This design comes from an exercise in tuning for small area on the open sky130 flow, not from production work.
Function was checked by simulation only, so behaviour that the tests miss may differ from the original.
Power and IR drop assume default switching activity.

Setup of job 101:
## calc
module calc(clk, rst, validIn, dataIn, dataOut);
input clk, rst, validIn;
input  [15:0] dataIn;
output [15:0] dataOut;
reg [1:0] state;
reg [15:0] num1;
reg [15:0] dataOutN;
assign dataOut = ~dataOutN;
wire inA = ~state[1] & ~state[0];
wire inB = state[0];
wire inC = state[1];
wire opAdd = dataOut[0];
wire isOp  = (dataIn[15:2] == 14'd0);
wire selSq  = inB & ~dataIn[0];
wire selMul = inC & ~opAdd;
wire [15:0] mb;
assign mb[0] = (selSq & num1[0]) | (selMul & dataIn[0]) | (inC & opAdd) | (inB & dataIn[0]);
assign mb[15:1] = ({15{selSq}} & num1[15:1]) | ({15{selMul}} & dataIn[15:1]);
wire injHi = inC & opAdd;
wire injLo = inB | (inC & opAdd);
wire [15:0] prod;
    wire pp_0_0 = ~(num1[0] & mb[0]);
    wire pp_1_0 = ~(num1[1] & mb[0]);
    wire pp_2_0 = ~(num1[2] & mb[0]);
    wire pp_3_0 = ~(num1[3] & mb[0]);
    wire pp_4_0 = ~(num1[4] & mb[0]);
    wire pp_5_0 = ~(num1[5] & mb[0]);
    wire pp_6_0 = ~(num1[6] & mb[0]);
    wire pp_7_0 = ~(num1[7] & mb[0]);
    wire pp_8_0 = ~(num1[8] & mb[0]);
  ...
For scale: about 460 cells after synthesis, roughly 34 flip-flops, ~35 I/O pins.
Settings: LEC_CHECK=0, CAP_MARGIN=20, CORE_MARGIN=2, CORE_UTILIZATION=40, CTS_BUF_LIST=sky130_fd_sc_hd__clkbuf_8, SLEW_MARGIN=20, SYNTH_HIERARCHICAL=1; clock period 8.0 ns.
run.sh (not shown) runs the stock make flow with config.mk's settings and CLKGATE_MAP_FILE= SYNTH_SCRIPT=/design/flow/synth_recipe.tcl, a recipe that flattens the netlist after the stock synthesis.
The following lists how job 102 was set up differently from job 101:
- SLEW_MARGIN: 20 -> 0
- CAP_MARGIN: 20 -> 0
==> flow/flow/run.sh (new file) <==
#!/bin/bash
# Layout flow: the standard layout (standard.sh) with two changes:
# - the port buffers that global placement puts on every input and output
#   port are made from the smallest buffer cell (the resizer still upsizes
#   any that needs more drive);
# - clock tree synthesis adds no dummy loads (they only balance the leaf
#   buffers' loads and take area).
# Every tool's output goes to standard.log here, and ORFS's own logs.
export BUFFER_PORTS_ARGS="-buffer_cell sky130_fd_sc_hd__buf_1"
export CTS_ARGS="-sink_clustering_enable -repair_clock_nets -buf_list sky130_fd_sc_hd__clkbuf_8 -dont_use_dummy_load"
bash standard.sh finish > standard.log 2>&1
==> flow/standard.sh (new file) <==
#!/bin/bash
# synth_recipe.tcl (not shown) runs the flow's synth.tcl, then flattens the netlist and writes it again
# the make line also repeats each setting of config.mk as NAME=value (left out here)
make -C /OpenROAD-flow-scripts/flow DESIGN_CONFIG=/design/flow/config.mk WORK_HOME=/design/flow/orfs CLKGATE_MAP_FILE= SYNTH_SCRIPT=/design/flow/synth_recipe.tcl "${@:-finish}"
removed: flow/run.sh
### Flow results
- Job 101 → job 102: critical path's largest stage delay moved down, part of the total power dissipated in the clock network moved down, routed length per placed instance rose 0.13 um, per-cell via count in the routed design picked up an extra about 2.3%.
- Slack of the critical path, job 102 and job 101: lower on job 102
- Ratio of cells with drive above 1 in the final layout down 2.3 points in job 102 wrt job 101
- The worst-skew pair later-pin latency was comparable across job 102 and job 101.
- From job 101 to job 102 the numbers moved as follows: global-route wire length before repair decreased by about 1.4% relative to the old numbers; total global routing track utilization went down by 0.45 points; worst-case vdd ir drop has decreased; power shrank by 14%.
Input changes introduced in job 103 (baseline for comparison: job 102):
- SLEW_MARGIN: 0 -> 20
- CAP_MARGIN: 0 -> 20
==> flow/flow/run.sh <==
#!/bin/bash
# Layout flow: the standard layout (standard.sh), with the port buffers
# that global placement inserts on every input and output port made from the
# smallest buffer cell instead of the cell the resizer picks by default.
# The resizer still upsizes any of them that needs more drive.
export BUFFER_PORTS_ARGS="-buffer_cell sky130_fd_sc_hd__buf_1"
bash standard.sh finish > standard.log 2>&1
Findings:
Of job 103 and job 102, the higher multi-input logic portion of the cell area belongs to job 102. On period utilization, job 103 and job 102 are basically level. Comparing job 102 against job 103, there is no change at all in number of nets with antenna violations after detailed routing. Cmp job 103 and job 102 / fraction of met2 tracks used by global routing / higher: job 102. Flip-flop and latch count: job 102 vs job 103 identical. Job 103 reports a lower sequential share of layout area than job 102 does. Job 103 -> job 102: detailed placer's ending HPWL flat. The first-pass GRT wire length of job 103 exceeds that of job 102 by 200 um. Via count normalized by instance count delta (job 102 -> job 103): insignificant. Worst hold slack after final layout sits higher in job 103 than in job 102. Area after synthesis came out exactly the same in job 103 and job 102.

==> static timing again, ports no longer ideal <==
The flow's constraints put no driver on any port. The routed layouts listed below were extracted and timed again, unchanged, in two steps.
Step 1 sets driving cells, clkbuf_16 on the clock port and buf_2 on the other inputs (assumed; they add their load-dependent delay and slew).
Step 2, shift: input delay + t, output delay - t, t = (earliest + latest rising clock arrival at the registers) / 2. This alone moves slack from input paths to output paths.
Slacks: no drivers / after step 1 / after step 2; pairs: no drivers / after step 1.
| run | t (ns) | setup WS [ns] | worst data-port slew with drivers (ns) |
|---|---|---|---|
| job 101 | 0.323 | 0.268 / 0.270 / -0.053 | 0.03 |
| job 102 | 0.320 | 0.237 / 0.249 / -0.071 | 0.03 |
| job 103 | 0.318 | 0.243 / 0.254 / -0.063 | 0.03 |
With both steps, setup timing fails in every run listed, where it was met with ideal ports. The setup slack of job 101, which loses most, moves by +0.002 ns with the drivers and by -0.321 ns with both steps.
